Source: an optimization exercise on an open RTL-to-GDS flow (aim: small area and a short achievable clock period). Production flows keep margins and buffers that such runs may drop. Function was checked by simulation only, so behaviour that the tests miss may differ from the original.

==> trial 62 <==
==> flow/design.v (excerpt) <==
module ALU_TOP (
input wire signed [15:0] A,
input wire signed [15:0] B,
input wire [3:0] ALU_FUNC,
input wire CLK,
input wire RST,
output reg signed [31:0] Arith_OUT,
output reg [15:0] Logic_OUT,
output reg [1:0] CMP_OUT,
output reg [16:0] SHIFT_OUT,
output reg Arith_Flag, Logic_Flag, CMP_Flag, SHIFT_Flag
	);
wire Arith_Enable, Logic_Enable, CMP_Enable, Shift_Enable;
Decoder_Unit Decoder (
.ALU_FUN(ALU_FUNC[3:2]),
.Arith_Enable(Arith_Enable),
.Logic_Enable(Logic_Enable),
.CMP_Enable(CMP_Enable),
.Shift_Enable(Shift_Enable)
	);
wire sub = ALU_FUNC[0] | ALU_FUNC[3];
wire [16:0] sum;
ALU_ADDSUB AddSub (.A(A), .B(B), .SUB(sub), .S(sum));
wire [31:0] prod;
ALU_MUL Mul (.A(A), .B(B), .P(prod));
wire [16:0] quo;
ALU_DIV Div (.A(A), .B(B), .Q(quo));
wire div_ok = |B;
wire sel_add = Arith_Enable & ~ALU_FUNC[1];
wire sel_mul = Arith_Enable & ALU_FUNC[1] & ~ALU_FUNC[0];
wire sel_div = Arith_Enable & ALU_FUNC[1] & ALU_FUNC[0] & div_ok;
wire [31:0] arith = ({32{sel_add}} & {{15{sum[16]}}, sum})
                  | ({32{sel_mul}} & prod)
                  | ({32{sel_div}} & {{15{quo[16]}}, quo});
wire [15:0] logic_res;
LOGIC_UNIT Logic (.A(A), .B(B), .ALU_FUN(ALU_FUNC[1:0]), .Y(logic_res));
wire [1:0] cmp_res;
CMP_UNIT Cmp (.D(sum), .ALU_FUN(ALU_FUNC[1:0]), .Y(cmp_res));
wire [16:0] shift_res;
  ...
clock: 95.0 ns
lec_check: 0
abc_area: 1
cap_margin: 20
core_margin: 2
core_utilization: 40
slew_margin: 20
standard.sh (not shown) runs the stock make flow with config.mk's settings and CLKGATE_MAP_FILE= SYNTH_SCRIPT=/design/flow/synth_recipe.tcl, a recipe that flattens the netlist after the stock synthesis.
==> flow/flow/run.sh <==
#!/bin/bash
# The standard layout (standard.sh) with two changes:
#  - every port is buffered by the smallest buffer cell instead of the one buffer_ports
#    picks by default;
#  - repair_timing aims for 47 ns of setup slack (SETUP_SLACK_MARGIN) instead of 0, so the
#    resizer upsizes the critical path; the clock and constraints stay the design's.
# Each tool's output lands in the ORFS logs under orfs/logs/; make's own output goes to
# standard_flow.log in this folder.
set -euo pipefail
bash standard.sh "BUFFER_PORTS_ARGS=-buffer_cell sky130_fd_sc_hd__buf_1" \
  SETUP_SLACK_MARGIN=47 finish > standard_flow.log 2>&1
==> build 4 (differences from trial 62) <==
==> flow/flow/run.sh (replaced) <==
#!/bin/bash
# The standard layout (standard.sh) with three changes:
#  - synthesis is the standard synthesis with ABC's mapping script replaced by
#    flow/abc.script (flow/synth.tcl); the registers are the standard synthesis's;
#  - every port is buffered by the smallest buffer cell instead of the one buffer_ports
#    picks by default;
#  - repair_timing aims for 49 ns of setup slack (SETUP_SLACK_MARGIN) instead of 0, so the
#    resizer upsizes the critical path; the clock and constraints stay the design's.
# Each tool's output lands in the ORFS logs under orfs/logs/; make's own output goes to
# standard_flow.log in this folder.
set -euo pipefail
bash standard.sh "SYNTH_SCRIPT=$PWD/flow/synth.tcl" \
  "BUFFER_PORTS_ARGS=-buffer_cell sky130_fd_sc_hd__buf_1" \
  SETUP_SLACK_MARGIN=49 finish > standard_flow.log 2>&1
==> flow/flow/abc.script (new file) <==
strash
dch
map -a
topo
stime -c
==> flow/flow/synth.tcl (new file) <==
# The standard synthesis (synth_recipe.tcl in the work folder), with ABC's mapping script
# replaced by flow/abc.script. Only the combinational mapping changes; the registers are the
# standard synthesis's.
set my_flow_dir [file dirname [file normalize [info script]]]
proc abc {args} {
  set i [lsearch -exact $args -script]
  if {$i >= 0} { lset args [expr {$i + 1}] [file join $::my_flow_dir abc.script] }
  yosys abc {*}$args
}
source [file join [file dirname $my_flow_dir] synth_recipe.tcl]
==> impl_metrics.prom <==
# TYPE chip_impl_metric gauge
chip_impl_metric{name="number_of_logic_stages_on_the_critical_path_including_buffering",unit=""} 189
chip_impl_metric{name="clk_transition_reported_paths",unit="ns"} 0.07
chip_impl_metric{name="synthDominantCellAreaShare",unit="%"} 19.1
chip_impl_metric{name="synth.area.mux_share",unit="%"} 0.144
chip_impl_info{name="synth.top_cells.by_area",value="sky130_fd_sc_hd__fa_1 19%, sky130_fd_sc_hd__xor2_1 13%, sky130_fd_sc_hd__ha_1 13%"} 1
chip_impl_info{name="worst_path_most_repeated_cell",value="sky130_fd_sc_hd__a21oi_2"} 1
chip_impl_info{name="run_status",value="complete, no violations"} 1
chip_impl_metric{name="route.layer.met1.wl",unit="mm"} 22.0
The numbers above come from build 4.

==> impl_metrics.prom <==
# TYPE chip_impl_metric gauge
chip_impl_metric{name="synthDominantCellAreaShare",unit="%"} 17.3
chip_impl_metric{name="route.layer.met1.wl",unit="mm"} 23.4
chip_impl_info{name="synth.top_cells.by_area",value="sky130_fd_sc_hd__fa_1 17%, sky130_fd_sc_hd__xor2_1 12%, sky130_fd_sc_hd__ha_1 12%"} 1
chip_impl_info{name="dominant-cell-class",value="multi-input combinational cells"} 1
chip_impl_metric{name="grt_max_degree",unit=""} 72
chip_impl_info{name="worst_path_most_repeated_cell",value="sky130_fd_sc_hd__nand2_1"} 1
chip_impl_info{name="run_status",value="complete, no violations"} 1
chip_impl_metric{name="number_of_logic_stages_on_the_critical_path_including_buffering",unit=""} 186
chip_impl_metric{name="p_seq",unit="µW"} 36.1
The numbers above come from trial 62.

==> what the ideal ports hide <==
The flow's constraints put no driver on any port. The routed layouts listed below were extracted and timed again, unchanged, in two steps.
Step 1 assumes that a clkbuf_16 drives the clock port and a buf_2 every other input.
Step 2 also shifts input and output timing later by t, the mid clock arrival at the registers, as if the neighbouring blocks saw the same clock.
a / b / c = no drivers / after step 1 / after step 2; a / b = the first two.
| run | shift t [ns] | setup slack, ns | cell pins on the clock port's net |
|---|---|---|---|
| trial 62 | 0.425 | 48.871 / 48.899 / 48.474 | 1 |
| build 4 | 0.396 | 49.762 / 49.753 / 49.357 | 1 |
After both steps setup and hold are still met in every run listed. The setup slack of build 4, which loses most, moves by -0.009 ns with the drivers and by -0.405 ns with both steps.
